Source: an optimization exercise on an open RTL-to-GDS flow (aim: small area). Production flows keep margins and buffers that such runs may drop. Function was checked by simulation only, so behaviour that the tests miss may differ from the original. Power and IR drop assume default switching activity.

==> flow/design.v <==
module events_to_apb (
  input   logic         clk,
  input   logic         reset,
  input   logic         event_a_i,
  input   logic         event_b_i,
  input   logic         event_c_i,
  output  logic         apb_psel_o,
  output  logic         apb_penable_o,
  output  logic [31:0]  apb_paddr_o,
  output  logic         apb_pwrite_o,
  output  logic [31:0]  apb_pwdata_o,
  input   logic         apb_pready_i
);
  localparam CNT_W = 16;
  logic sel_q;
  logic en_q;
  logic [1:0] src_q;
  logic a_pending, b_pending, c_pending;
  logic [CNT_W-1:0] a_events, b_events, c_events;
  logic [CNT_W-1:0] wdata;
  wire idle   = ~sel_q;
  wire setup  = sel_q & ~en_q;
  wire access = en_q;
  wire take_a = event_a_i;
  wire take_b = ~event_a_i & event_b_i;
  wire take_c = ~event_a_i & ~event_b_i & event_c_i;
  wire any_ev = event_a_i | event_b_i | event_c_i;
  wire tr_a = take_a | (~any_ev & a_pending);
  wire tr_b = take_b | (~any_ev & ~a_pending & b_pending);
  wire tr_c = take_c | (~any_ev & ~a_pending & ~b_pending & c_pending);
  wire start = any_ev | a_pending | b_pending | c_pending;
  wire clr_a = setup & (src_q == 2'd0);
  wire clr_b = setup & (src_q == 2'd1);
  wire clr_c = setup & (src_q == 2'd2);
  always_ff @(posedge clk or posedge reset) begin
    if (reset) begin
      sel_q <= 1'b0;
      en_q  <= 1'b0;
    end else if (idle) begin
      sel_q <= start;
    end else if (setup) begin
      en_q  <= 1'b1;
    end else if (apb_pready_i) begin
      sel_q <= 1'b0;
      en_q  <= 1'b0;
    end
  end
  always_ff @(posedge clk) begin
    if (idle)
      src_q <= tr_b ? 2'd1 : (tr_c ? 2'd2 : 2'd0);
  end
  always_ff @(posedge clk or posedge reset) begin
    if (reset) begin
      a_pending <= 1'b0;
      b_pending <= 1'b0;
      c_pending <= 1'b0;
    end else if (idle) begin
      a_pending <= a_pending & ~tr_a;
      b_pending <= b_pending & ~tr_b;
      c_pending <= c_pending & ~tr_c;
    end else begin
      a_pending <= a_pending | take_a;
      b_pending <= b_pending | take_b;
      c_pending <= c_pending | take_c;
    end
  end
  always_ff @(posedge clk or posedge reset) begin
    if (reset) begin
      a_events <= '0;
      b_events <= '0;
      c_events <= '0;
    end else begin
      a_events <= (clr_a ? '0 : a_events) + {{(CNT_W-1){1'b0}}, take_a};
      b_events <= (clr_b ? '0 : b_events) + {{(CNT_W-1){1'b0}}, take_b};
      c_events <= (clr_c ? '0 : c_events) + {{(CNT_W-1){1'b0}}, take_c};
    end
  end
  always_ff @(posedge clk or posedge reset) begin
    if (reset)
      wdata <= '0;
    else if (setup)
      wdata <= (src_q == 2'd0) ? a_events :
               (src_q == 2'd1) ? b_events : c_events;
  end
  assign apb_psel_o    = sel_q;
  assign apb_penable_o = en_q;
  assign apb_pwrite_o  = en_q;
  assign apb_pwdata_o  = {{(32-CNT_W){1'b0}}, wdata};
  always_comb begin
    if (!access)
      apb_paddr_o = 32'h0;
    else if (src_q == 2'd0)
      apb_paddr_o = 32'habba0000;
    else if (src_q == 2'd1)
      apb_paddr_o = 32'hbaff0000;
    else
      apb_paddr_o = 32'hcafe0000;
  end
endmodule
Settings: LEC_CHECK=0, CAP_MARGIN=20, CORE_MARGIN=2, CORE_UTILIZATION=40, SLEW_MARGIN=20; clock period 5.0 ns.
run.sh (not shown) runs the stock make flow with config.mk's settings and CLKGATE_MAP_FILE= SYNTH_SCRIPT=/design/flow/synth_recipe.tcl, a recipe that flattens the netlist after the stock synthesis.
The starting point completed without violations.
==> next run, changes <==
--- a/flow/design.v
+++ b/flow/design.v
@@ -33,5 +33,5 @@
   wire clr_b = setup & (src_q == 2'd1);
   wire clr_c = setup & (src_q == 2'd2);
-  always_ff @(posedge clk or posedge reset) begin
+  always_ff @(posedge clk) begin
     if (reset) begin
       sel_q <= 1'b0;
@@ -50,5 +50,5 @@
       src_q <= tr_b ? 2'd1 : (tr_c ? 2'd2 : 2'd0);
   end
-  always_ff @(posedge clk or posedge reset) begin
+  always_ff @(posedge clk) begin
     if (reset) begin
       a_pending <= 1'b0;
@@ -65,5 +65,5 @@
     end
   end
-  always_ff @(posedge clk or posedge reset) begin
+  always_ff @(posedge clk) begin
     if (reset) begin
       a_events <= '0;
@@ -76,5 +76,5 @@
     end
   end
-  always_ff @(posedge clk or posedge reset) begin
+  always_ff @(posedge clk) begin
     if (reset)
       wdata <= '0;
What happened:
- synthesized area shrinks by 3.9%
- worst hold slack gets worse by 0.025 ns
- cell area is lower by 6.2%
- die area came out lower by 3.7%
- worst setup slack improved by 0.20 ns
- count of clock-buffer cells in the layout climbs by 5
- power is lower by 34%
- wire length came out lower by 7.5%
- critical path depth does not change
- combinational power came out lower by 73%
- non-clock buffer count is lower by 2
- register-to-register slack is better by 0.39 ns

## port drivers added, routing unchanged
The results above use ideal ports. As a check the final layouts listed here were re-extracted and re-timed, cells and wires unchanged. Step 1 assumes that a clkbuf_16 drives the clock port and a buf_2 every other input. Step 2 adds t to the input delays and takes it off the output delays; t is the mean of the earliest and latest rising clock arrival at the registers after step 1. Input paths then give back, and output paths get back, about the clock's delay inside the block. Three values: ideal, step 1, step 2; two values: the first two.
run | t, ns | setup slack, ns | clock arrival spread, ns | worst data-port slew with drivers (ns)
the first run | 0.371 | 1.673 / 1.647 / 1.501 | 0.009 / 0.009 | 0.03
the second run | 0.372 | 1.872 / 1.882 / 1.510 | 0.007 / 0.007 | 0.04
After both steps setup and hold are still met in every run listed. The setup slack of the second run, which loses most, moves by +0.010 ns with the drivers and by -0.362 ns with both steps.
